Context: an optimization exercise on an open-source flow, tuned for small area, a short achievable clock period and few clock cycles per item. The choices shown serve that exercise and are no tape-out recipe. Function was not checked in any run shown here: the RTL went through the layout flow alone. Power is estimated from default activity; no workload was simulated.

[flow/flow/run.sh]
#!/bin/bash
# The standard layout (the standard.sh, standard synthesis included), with
# the port buffers made from sky130_fd_sc_hd__buf_1 instead of the buffer that
# buffer_ports picks by default (a slow, large delay buffer). Every port still
# gets its own buffer.
set -euo pipefail
export BUFFER_PORTS_ARGS="-buffer_cell sky130_fd_sc_hd__buf_1"
bash standard.sh > standard.log 2>&1
[flow/standard.sh]
#!/bin/bash
# synth_recipe.tcl (not shown) runs the flow's synth.tcl, then flattens the netlist and writes it again
# the make line also repeats each setting of config.mk as NAME=value (left out here)
make -C /OpenROAD-flow-scripts/flow DESIGN_CONFIG=/design/flow/config.mk WORK_HOME=/design/flow/orfs CLKGATE_MAP_FILE= SYNTH_SCRIPT=/design/flow/synth_recipe.tcl "${@:-finish}"
[flow/config.mk]
export PLATFORM = sky130hd
export DESIGN_NAME = SBGCDCtrl
export DESIGN_NICKNAME = SBGCDCtrl
export VERILOG_FILES = /design/flow/design.v
export SDC_FILE = /design/flow/constraint.sdc
export NUM_CORES = 4
export LEC_CHECK = 0
export CAP_MARGIN = 10
export CORE_MARGIN = 2
export CORE_UTILIZATION = 40
export CTS_BUF_LIST = sky130_fd_sc_hd__clkbuf_8
export SETUP_SLACK_MARGIN = 5
export SLEW_MARGIN = 10
[flow/constraint.sdc]
create_clock -name core_clock -period 10.0 [get_ports {clk}]
set_input_delay 2.0000 -clock core_clock [delete_from_list [all_inputs] [get_ports {clk}]]
set_output_delay 2.0000 -clock core_clock [all_outputs]
set_load 0.01 [all_outputs]
[flow/design.v]
`timescale 1ns/1ps
module SBGCDCtrl (
  input      [31:0]   io_sb_SBaddress,
  input               io_sb_SBvalid,
  input      [31:0]   io_sb_SBwdata,
  input               io_sb_SBwrite,
  input      [3:0]    io_sb_SBsize,
  output              io_sb_SBready,
  output     [31:0]   io_sb_SBrdata,
  input               io_sel,
  output              io_irq,
  input               clk,
  input               reset
);
  wire        acc   = io_sb_SBvalid && io_sel;
  wire [7:0]  addr  = io_sb_SBaddress[7:0];
  wire        wr    = acc && io_sb_SBwrite;
  wire        rd    = acc && !io_sb_SBwrite;
  wire        wrA   = wr && (addr == 8'h00);
  wire        wrB   = wr && (addr == 8'h04);
  wire        wrGo  = wr && (addr == 8'h10);
  wire        start = wrGo && (io_sb_SBwdata == 32'h00000001);
  wire        rdRes = rd && (addr == 8'h08);
  reg  [31:0] regA;
  reg  [31:0] regB;
  reg         readyReg;
  reg         irqReg;
  reg         busy;      
  reg         resValid;  
  reg         reload;    
  reg         irqPrev;   
  reg         selA, selB, selR, selS;
  wire [31:0] nextA = wrA ? io_sb_SBwdata : regA;
  wire [31:0] nextB = wrB ? io_sb_SBwdata : regB;
  wire        load  = wrA || wrB || reload;
  reg  [31:0] x;
  reg  [31:0] y;
  reg  [4:0]  c;         
  reg         fin;       
  wire [31:0] xd = x ^ y;
  wire        eq = ~|xd;
  wire        ce = eq || fin;
  wire        done = ce && (c == 5'd0);
  wire        ex = ~x[0];
  wire        ey = ~y[0];
  wire        fresh  = busy && ce && (c[4:2] == 3'd0) && !(c[1] && c[0]);
  wire        irqNow = irqReg || fresh;
  wire [31:0] p = ~xd;
  wire [31:0] g = x & ~y;
  reg  [32:0] gc;
  reg  [32:0] pc;
  reg  [32:0] gt, pt;
  integer i, s;
  always @(*) begin
    gt = {g, 1'b0};
    pt = {p, 1'b1};
    for (s = 1; s < 33; s = s * 2) begin
      for (i = 2 * s - 1; i < 33; i = i + 2 * s) begin
        gt[i] = gt[i] | (pt[i] & gt[i - s]);
        pt[i] = pt[i] & pt[i - s];
      end
    end
    for (s = 16; s >= 1; s = s / 2) begin
      for (i = 3 * s - 1; i < 33; i = i + 2 * s) begin
        gt[i] = gt[i] | (pt[i] & gt[i - s]);
        pt[i] = pt[i] & pt[i - s];
      end
    end
    gc = gt;
    pc = pt;
  end
  wire [32:0] c1  = gc | pc;
  wire        neg = ~c1[32];
  wire [31:0] ad  = neg ? ~(p ^ gc[31:0]) : (p ^ c1[31:0]);
  wire [31:0] t = ex ? x : (ey ? y : xd);
  wire [2:0]  kz = t[1] ? 3'd1 : t[2] ? 3'd2 : t[3] ? 3'd3 : t[4] ? 3'd4 :
                   t[5] ? 3'd5 : t[6] ? 3'd6 : 3'd7;
  wire        both = ex && ey;
  wire        both4 = both && !x[1] && !y[1];
  wire [2:0]  k = both4 ? 3'd2 : both ? 3'd1 : kz;
  wire [31:0] w = ex ? x : (ey ? y : ad);
  wire [31:0] r = w >> k;
  wire        step  = !ce;
  wire        halfY = step && both;
  wire        dblX  = ce && (c != 5'd0);
  wire        dbl2  = c[4:1] != 4'd0;
  wire [31:0] keep  = ex ? y : (ey ? x : (neg ? x : y));
  always @(posedge clk) begin
    if (load) begin
      x   <= nextA;
      y   <= nextB;
      c   <= 5'd0;
      fin <= 1'b0;
    end else if (dblX) begin
      x   <= dbl2 ? {x[29:0], 2'b00} : {x[30:0], 1'b0};
      c   <= c - (dbl2 ? 5'd2 : 5'd1);
      fin <= 1'b1;
    end else if (step) begin
      x <= r;
      if (halfY) begin
        y <= both4 ? {2'b00, y[31:2]} : {1'b0, y[31:1]};
        c <= c + (both4 ? 5'd2 : 5'd1);
      end else begin
        y <= keep;
      end
    end
  end
  always @(posedge clk or posedge reset) begin
    if (reset) begin
      regA     <= 32'h00000000;
      regB     <= 32'h00000000;
      readyReg <= 1'b0;
      irqReg   <= 1'b0;
      busy     <= 1'b0;
      resValid <= 1'b0;
      reload   <= 1'b1;
      irqPrev  <= 1'b0;
      selA     <= 1'b0;
      selB     <= 1'b0;
      selR     <= 1'b0;
      selS     <= 1'b0;
    end else begin
      regA     <= nextA;
      regB     <= nextB;
      reload   <= 1'b0;
      readyReg <= acc;
      irqPrev  <= irqNow;
      selA     <= rd && (addr == 8'h00);
      selB     <= rd && (addr == 8'h04);
      selR     <= rdRes && (resValid || fresh);
      selS     <= rd && (addr == 8'h0c);
      if (start)
        busy <= 1'b1;
      else if (fresh)
        busy <= 1'b0;
      if (rdRes)
        irqReg <= 1'b0;
      else if (fresh)
        irqReg <= 1'b1;
      if (wrA || wrB || wrGo)
        resValid <= 1'b0;
      else if (fresh)
        resValid <= 1'b1;
    end
  end
  assign io_sb_SBready = readyReg;
  assign io_irq        = irqNow;
  assign io_sb_SBrdata = ({32{selA}} & regA) | ({32{selB}} & regB) |
                         ({32{selR}} & x) | {31'd0, selS & irqPrev};
endmodule
==> results.sh, run 1 <==
export IMPL_drtAntennaViolNets=0
export IMPL_synthTopCellsByArea="edfxtp_1 16%, dfrtp_1 15%, mux2_2 6.3%"
export IMPL_antenna_found_initial=0
export IMPL_hp_class="reg2reg"
export IMPL_fmax_mhz=202
export IMPL_syn_area_per_cell_um2=8.52
export IMPL_cts_tree="built"
export IMPL_num_vias=12281
export IMPL_gr_total_overflow=0
export IMPL_drtIter0Drc=1738
export IMPL_fin_setup_tns_ns=0
export IMPL_cp_cell_sequence="buf_12, clkinvlp_4, buf_12, ha_4, nand3b_1, nor4_4, a31oi_4, nor2_2, or2_4, clkbuf_2"
export IMPL_port_buffers=78
export IMPL_p_per_area_nw_per_um2=405
export IMPL_place_hpwl_um=31700
export IMPL_wl_um=46800
export IMPL_synth_common_cells="167 x nand2_1, 131 x o21ai_0, 101 x nor2_1, 79 x inv_1"
export IMPL_syn_to_final_growth_pct=15.5
export IMPL_slowest_delay_ns=0.47
export IMPL_drc_errors=0
export IMPL_finalHoldViolations=0
export IMPL_rsz0062_at_grt="true"
export IMPL_cp_max_fo=13
export IMPL_yosysWarnings=1
export IMPL_async_flop_share_pct=51.4
export IMPL_insertedDiodeCount=0
export IMPL_worst_path_most_repeated_cell="buf_12"
export IMPL_grt_pass1_vias=11318
export IMPL_cp_arrival_ns=2.95
export IMPL_yosysMostFrequentCell="nand2_1"
export IMPL_finClkSkew_ns=0.0189
export IMPL_clk_pin_slew_ns=0.08
export IMPL_synth_cell_type_count=83
export IMPL_grt_pass1_wl_um=69000
export IMPL_relSlewSlack_pct=21.3
export IMPL_wl_per_cell_um=24.7
export IMPL_synth_seq_cells=144
export IMPL_irDropWorstVdd_uv=165
export IMPL_die_h_um=177
export IMPL_synthCells=1412
export IMPL_crit_slowest_cell="edfxtp_1"
export IMPL_cts_buffer_depth=2
export IMPL_cts_sink_count=144
export IMPL_postCtsHoldBufs=0
export IMPL_place_congestion=0.956
export IMPL_worstMarginPinSlew_ns=1.17
export IMPL_multiInputGateArea_um2=7760
export IMPL_slew_violations=0
export IMPL_required_ns=8.00
export IMPL_synth_seq_area_share_pct=32.4
export IMPL_core_area_um2=29600
export IMPL_synth_edf_count=64
export IMPL_register_area_um2=3890
export IMPL_drive_gt1_share_pct=16.5
export IMPL_fin_crit_ns=4.95
export IMPL_initial_core_util_pct=40.6
export IMPL_drtPass1Iterations=8
export IMPL_ioPinCount=107
export IMPL_critPathKind="reg2out"
export IMPL_synth_ff_type="dfrtp_1"
export IMPL_dp_cells=1813
export IMPL_cp_end_kind="primary output"
export IMPL_grt_usage_pct=29.0
export IMPL_htreeDepth=4
export IMPL_die_w_um=177
export IMPL_syn_nets=1541
export IMPL_vias_per_cell=6.48
export IMPL_outcome="no timing/DRC/antenna violations"
export IMPL_leakage_nw=5.85
export IMPL_grt_max_degree=75
export IMPL_r2r_setup_slack_ns=5.11
export IMPL_synth_top_area_share_pct=16.0
export IMPL_post_route_period_util_pct=49.5
export IMPL_netlist_area_um2=12000
export IMPL_setup_violations_final=0
export IMPL_clk_latency_ns=0.48
export IMPL_fillerInstances=2903
export IMPL_rows=63
export IMPL_cts_buffers=17
export IMPL_final_cell_count_no_fill=1894
export IMPL_design_die_area_um2=31500
export IMPL_nNetsFinal=1620
export IMPL_root_buffer="clkbuf_8"
export IMPL_max_cap_violations=0
export IMPL_hold_worst_slack_ns=0.487
export IMPL_cp_start_kind="flip-flop"
export IMPL_synth_top_area_cell="edfxtp_1"
state kept, by name (all words and copies together), names as in the netlist:
name      count
regB         32
y            32
x            32
readyReg      1
fin           1
selB          1
regA         32
busy          1
selA          1
resValid      1
irqReg        1
reload        1
selR          1
selS          1
irqPrev       1
c             5
repair_timing:
item / CTS / global route
pin swaps: 5 / 7
setup buffers: 18 / 26
cloned: 1 / 4
resized for setup: 35 / 33
endpoints found under the setup margin: 100 / 63
path summary, 6_finish.rpt:
kind	from	to	depth (start not counted)
setup / recovery	x[0]	io_irq	10
hold / removal	irqReg	irqPrev	1
setup reg to reg	y[1]	x[7]	21
hold reg to reg	irqReg	irqPrev	1
max in group asynchronous	reset	regA[3]	3
min in group asynchronous	reset	regB[24]	3
logic make-up after synthesis:
kind of cell | after synthesis | share of synthesized area (%)
fa+ha+maj | 56 | 6.88
xor+xnor | 18 | 1.31
simple gates | 422 | 16.3
other cells | 1 | 0.0312
compound gates | 482 | 27.3
flops | 144 | 32.4
buf+inv | 176 | 5.71
mux | 113 | 10.1
through the flow:
stage / cell area, um^2 / power (W) / util [%] / worst slack, ns
3_3_place_gp: 12700 / 0.00451 / 42.8 / 3.45
4_1_cts: 13500 / 0.00529 / 45.4 / 5.00
6_report: 13900 / 0.00563 / 46.9 / 5.05
3_5_place_dp: 12700 / 0.00456 / 42.8 / 3.42
2_1_floorplan: 12000 / 0.00354 / - / 5.08
5_1_grt: 13900 / 0.00597 / 46.9 / 4.91
final cells by class:
| class | instances | share of cell area [%] |
|---|---|---|
| Clock buffer | 18 | 1.78 |
| Clock inverter | 14 | 1.43 |
| Inverter | 81 | 2.29 |
| Multi-Input combinational cell | 1093 | 55.8 |
| Sequential cell | 144 | 28.0 |
| Tap cell | 390 | 3.51 |
| Timing Repair Buffer | 154 | 7.19 |
per-layer routing:
layer,part of all wire (%),GRT usage (%),up-vias
li1,-,-,5510
met1,42,41.0,5935
met2,44,43.2,729
met3,11,6.41,107
met4,3.5,10.6,0
met5,0,0,-
where the power goes:
part / total [W] / internal [W] / switching [W]
sequential: 0.00102 / 0.000809 / 0.000209
clock: 0.000547 / 0.000300 / 0.000247
combinational: 0.00407 / 0.00152 / 0.00255
worst max-delay path: cells and delay by family (launching register included):
family / cells / cell delay [ns]
buffers and inverters: 4 / 0.54
AND/OR/NAND/NOR: 4 / 1.00
AO/OA/AOI/OAI: 1 / 0.23
flip-flops: 1 / 0.47
adder cells (fa/ha/maj): 1 / 0.21
cells in the final DEF (no fill, tap or decap), types with 24 or more instances in the layout:
master    count
nand2_1     166
o21ai_0     129
nor2_1       97
inv_1        80
buf_1        77
dfrtp_1      73
a21oi_1      72
mux2_2       67
buf_4        66
edfxtp_1     64
o211ai_1     44
mux2i_1      43
a222oi_1     32
ha_1         32
nand3_1      29
a31oi_1      24
==> run 2: changes to the inputs <==
--- a/flow/config.mk
+++ b/flow/config.mk
@@ -10,4 +10,5 @@
 export CORE_UTILIZATION = 40
 export CTS_BUF_LIST = sky130_fd_sc_hd__clkbuf_8
+export PLACE_DENSITY = 0.8
 export SETUP_SLACK_MARGIN = 5
 export SLEW_MARGIN = 10
==> run 2 against run 1 <==
Compared with the run above: design area is 0.94% lower; critical path depth is 8 higher; largest cell class unchanged; largest power group unchanged; non-clock buffer count is 4 lower; clock skew is 0.015 ns higher; clock power is about 10% lower.
==> results.sh, run 2 <==
export IMPL_max_cap_violations=0
export IMPL_syn_to_final_growth_pct=14.4
export IMPL_synth_top_area_share_pct=16.0
export IMPL_insertedDiodeCount=0
export IMPL_cp_end_kind="flip-flop"
export IMPL_cts_buffer_depth=2
export IMPL_syn_area_per_cell_um2=8.52
export IMPL_postCtsHoldBufs=0
export IMPL_leakage_nw=5.82
export IMPL_place_congestion=0.971
export IMPL_wl_um=46100
export IMPL_crit_slowest_cell="edfxtp_1"
export IMPL_rows=63
export IMPL_outcome="no timing/DRC/antenna violations"
export IMPL_yosysWarnings=1
export IMPL_fin_setup_tns_ns=0
export IMPL_postPlaceCellArea_um2=12600
export IMPL_clk_pin_slew_ns=0.08
export IMPL_finalHoldViolations=0
export IMPL_synth_edf_count=64
export IMPL_p_per_area_nw_per_um2=400
export IMPL_vias_per_cell=6.81
export IMPL_cts_sink_count=144
export IMPL_crit_buf_inv=1
export IMPL_fin_area_um2=13800
export IMPL_antenna_found_initial=0
export IMPL_cts_buffers=17
export IMPL_core_area_um2=29600
export IMPL_drtPass1Iterations=8
export IMPL_htreeDepth=4
export IMPL_cts_tree="built"
export IMPL_cp_arrival_ns=5.25
export IMPL_place_hpwl_um=30100
export IMPL_initial_core_util_pct=40.6
export IMPL_synth_cell_type_count=83
export IMPL_gr_total_overflow=0
export IMPL_synth_ff_type="dfrtp_1"
export IMPL_grt_pass1_wl_um=67800
export IMPL_async_flop_share_pct=51.4
export IMPL_synthCells=1412
export IMPL_grt_max_degree=75
export IMPL_irDropWorstVdd_uv=206
export IMPL_num_vias=12880
export IMPL_drc_errors=0
export IMPL_final_common_cell="nand2_1"
export IMPL_relSlewSlack_pct=26.5
export IMPL_setup_violations_final=0
export IMPL_grt_usage_pct=27.9
export IMPL_mostFrequentLayoutCells="166 x nand2_1, 129 x o21ai_0, 98 x nor2_1"
export IMPL_ioPinCount=107
export IMPL_syn_nets=1541
export IMPL_fmax_mhz=199
export IMPL_worstMarginPinSlew_ns=1.10
export IMPL_final_cell_count_no_fill=1891
export IMPL_clk_latency_ns=0.51
export IMPL_hp_class="reg2reg"
export IMPL_critPathKind="reg2reg"
export IMPL_worst_path_most_repeated_cell="nand2_1"
export IMPL_cp_max_fo=9
export IMPL_nNetsFinal=1617
export IMPL_synth_seq_cells=144
export IMPL_required_ns=10.23
export IMPL_fillerInstances=2859
export IMPL_wl_per_cell_um=24.4
export IMPL_die_h_um=177
export IMPL_fin_crit_ns=5.02
export IMPL_grt_pass1_vias=11954
export IMPL_drtIter0Drc=2180
export IMPL_cp_start_kind="flip-flop"
export IMPL_netlist_area_um2=12000
export IMPL_root_buffer="clkbuf_8"
export IMPL_dp_cells=1807
export IMPL_synth_seq_area_share_pct=32.4
export IMPL_slowest_delay_ns=0.50
export IMPL_drive_gt1_share_pct=15.5
export IMPL_finClkSkew_ns=0.0340
export IMPL_slew_violations=0
export IMPL_synthTopCellsByArea="edfxtp_1 16%, dfrtp_1 15%, mux2_2 6.3%"
export IMPL_die_w_um=177
export IMPL_synth_top_area_cell="edfxtp_1"
export IMPL_cp_cell_sequence="ha_2, a21oi_4, o21ai_1, a22oi_1, nand3_2, a21o_1, nand2_1, nand2_1, fa_2, a31oi_4, buf_4, nand2_1, o211ai_1, a31oi_1, o21ai_0, mux2_2, nor3_1, a211o_1"
export IMPL_port_buffers=78
export IMPL_post_route_period_util_pct=50.2
export IMPL_synth_common_cells="167 x nand2_1, 131 x o21ai_0, 101 x nor2_1, 79 x inv_1"
export IMPL_drtAntennaViolNets=0
export IMPL_yosysMostFrequentCell="nand2_1"
export IMPL_critical_path_top_delay_family="compound AO/OA/AOI/OAI gates"
export IMPL_rsz0062_at_grt="false"
export IMPL_design_die_area_um2=31500
-- run 2: timing repair --
action,4_1_cts,5_1_grt
setup endpoints to repair,105,65
pin swaps,6,10
gates cloned,3,4
resized for setup,32,24
buffers inserted,15,30
-- run 2: final timing paths --
path	start	to	slack, ns	depth (start not counted)
max	x[12]	x[20]	4.98	18
min	irqReg	irqPrev	0.47	1
max reg2reg	x[12]	x[20]	4.98	18
min reg2reg	irqReg	irqPrev	0.47	1
max in group asynchronous	reset	regA[6]	7.59	3
min in group asynchronous	reset	regB[24]	1.76	3
-- run 2: final cells by class --
type                    instances  area, um^2  area share, %
inverters                      81         314           2.28
repair buffers                150         991           7.20
flip-flops and latches        144        3890           28.3
clock inverters                15         155           1.13
well taps                     390         488           3.54
clock buffers                  17         234           1.70
multi-input cells            1094        7690           55.9
-- run 2: kinds of logic (layout without fill, tap and decap cells) --
group,Yosys count,count (layout),synth area share (%)
mux,113,113,10.1
fa+ha+maj,56,56,6.88
other cells,1,1,0.0312
flops,144,144,32.4
buf+inv,176,263,5.71
xor+xnor,18,18,1.31
compound gates,482,482,27.3
simple gates,422,424,16.3
-- run 2: stage by stage --
stage | hold WS (ns) | utilization [%] | worst slack, ns | total power [W]
after floorplan | 0.458 | - | 5.08 | 0.00354
after global placement | 0.449 | 42.7 | 3.45 | 0.00441
after detailed placement | 0.454 | 42.7 | 3.41 | 0.00449
after CTS | 0.473 | 45.1 | 5.01 | 0.00514
after global routing | 0.487 | 46.5 | 4.95 | 0.00581
final | 0.469 | 46.5 | 4.98 | 0.00551
-- run 2: routing by layer --
metal,global-route usage [%],vias up,share of wire [%]
li1,-,5481,-
met1,37.1,6173,38
met2,42.4,1025,44
met3,5.74,201,12
met4,15.2,0,5.4
met5,0,-,0
-- run 2: power by group --
| part | switching [W] | internal, W |
|---|---|---|
| registers | 0.000201 | 0.000809 |
| clock network | 0.000249 | 0.000242 |
| logic | 0.00254 | 0.00148 |
| total | 0.00299 | 0.00253 |

==> port drivers added, routing unchanged <==
No port has a modelled driver above. Below, the same layouts with a new extraction and two added sets of constraints.
Step 1 sets driving cells, clkbuf_16 on the clock port and buf_2 on the other inputs (assumed; they add their load-dependent delay and slew).
Step 2 also shifts input and output timing later by t, the mid clock arrival at the registers, as if the neighbouring blocks saw the same clock.
a / b / c = ideal / step 1 / step 2; a / b = the first two.
| run | t, ns | slack for setup (ns) | hold slack, ns | worst setup path at the end | latest minus earliest clock arrival (ns) |
|---|---|---|---|---|---|
| run 1 | 0.520 | 5.054 / 5.009 / 4.584 | 0.487 / 0.487 / 0.487 | input to register | 0.019 / 0.019 |
| run 2 | 0.532 | 4.982 / 4.967 / 4.677 | 0.469 / 0.469 / 0.469 | input to register | 0.034 / 0.034 |
After both steps setup and hold are still met in every run listed. The setup slack of run 1, which loses most, moves by -0.045 ns with the drivers and by -0.470 ns with both steps.
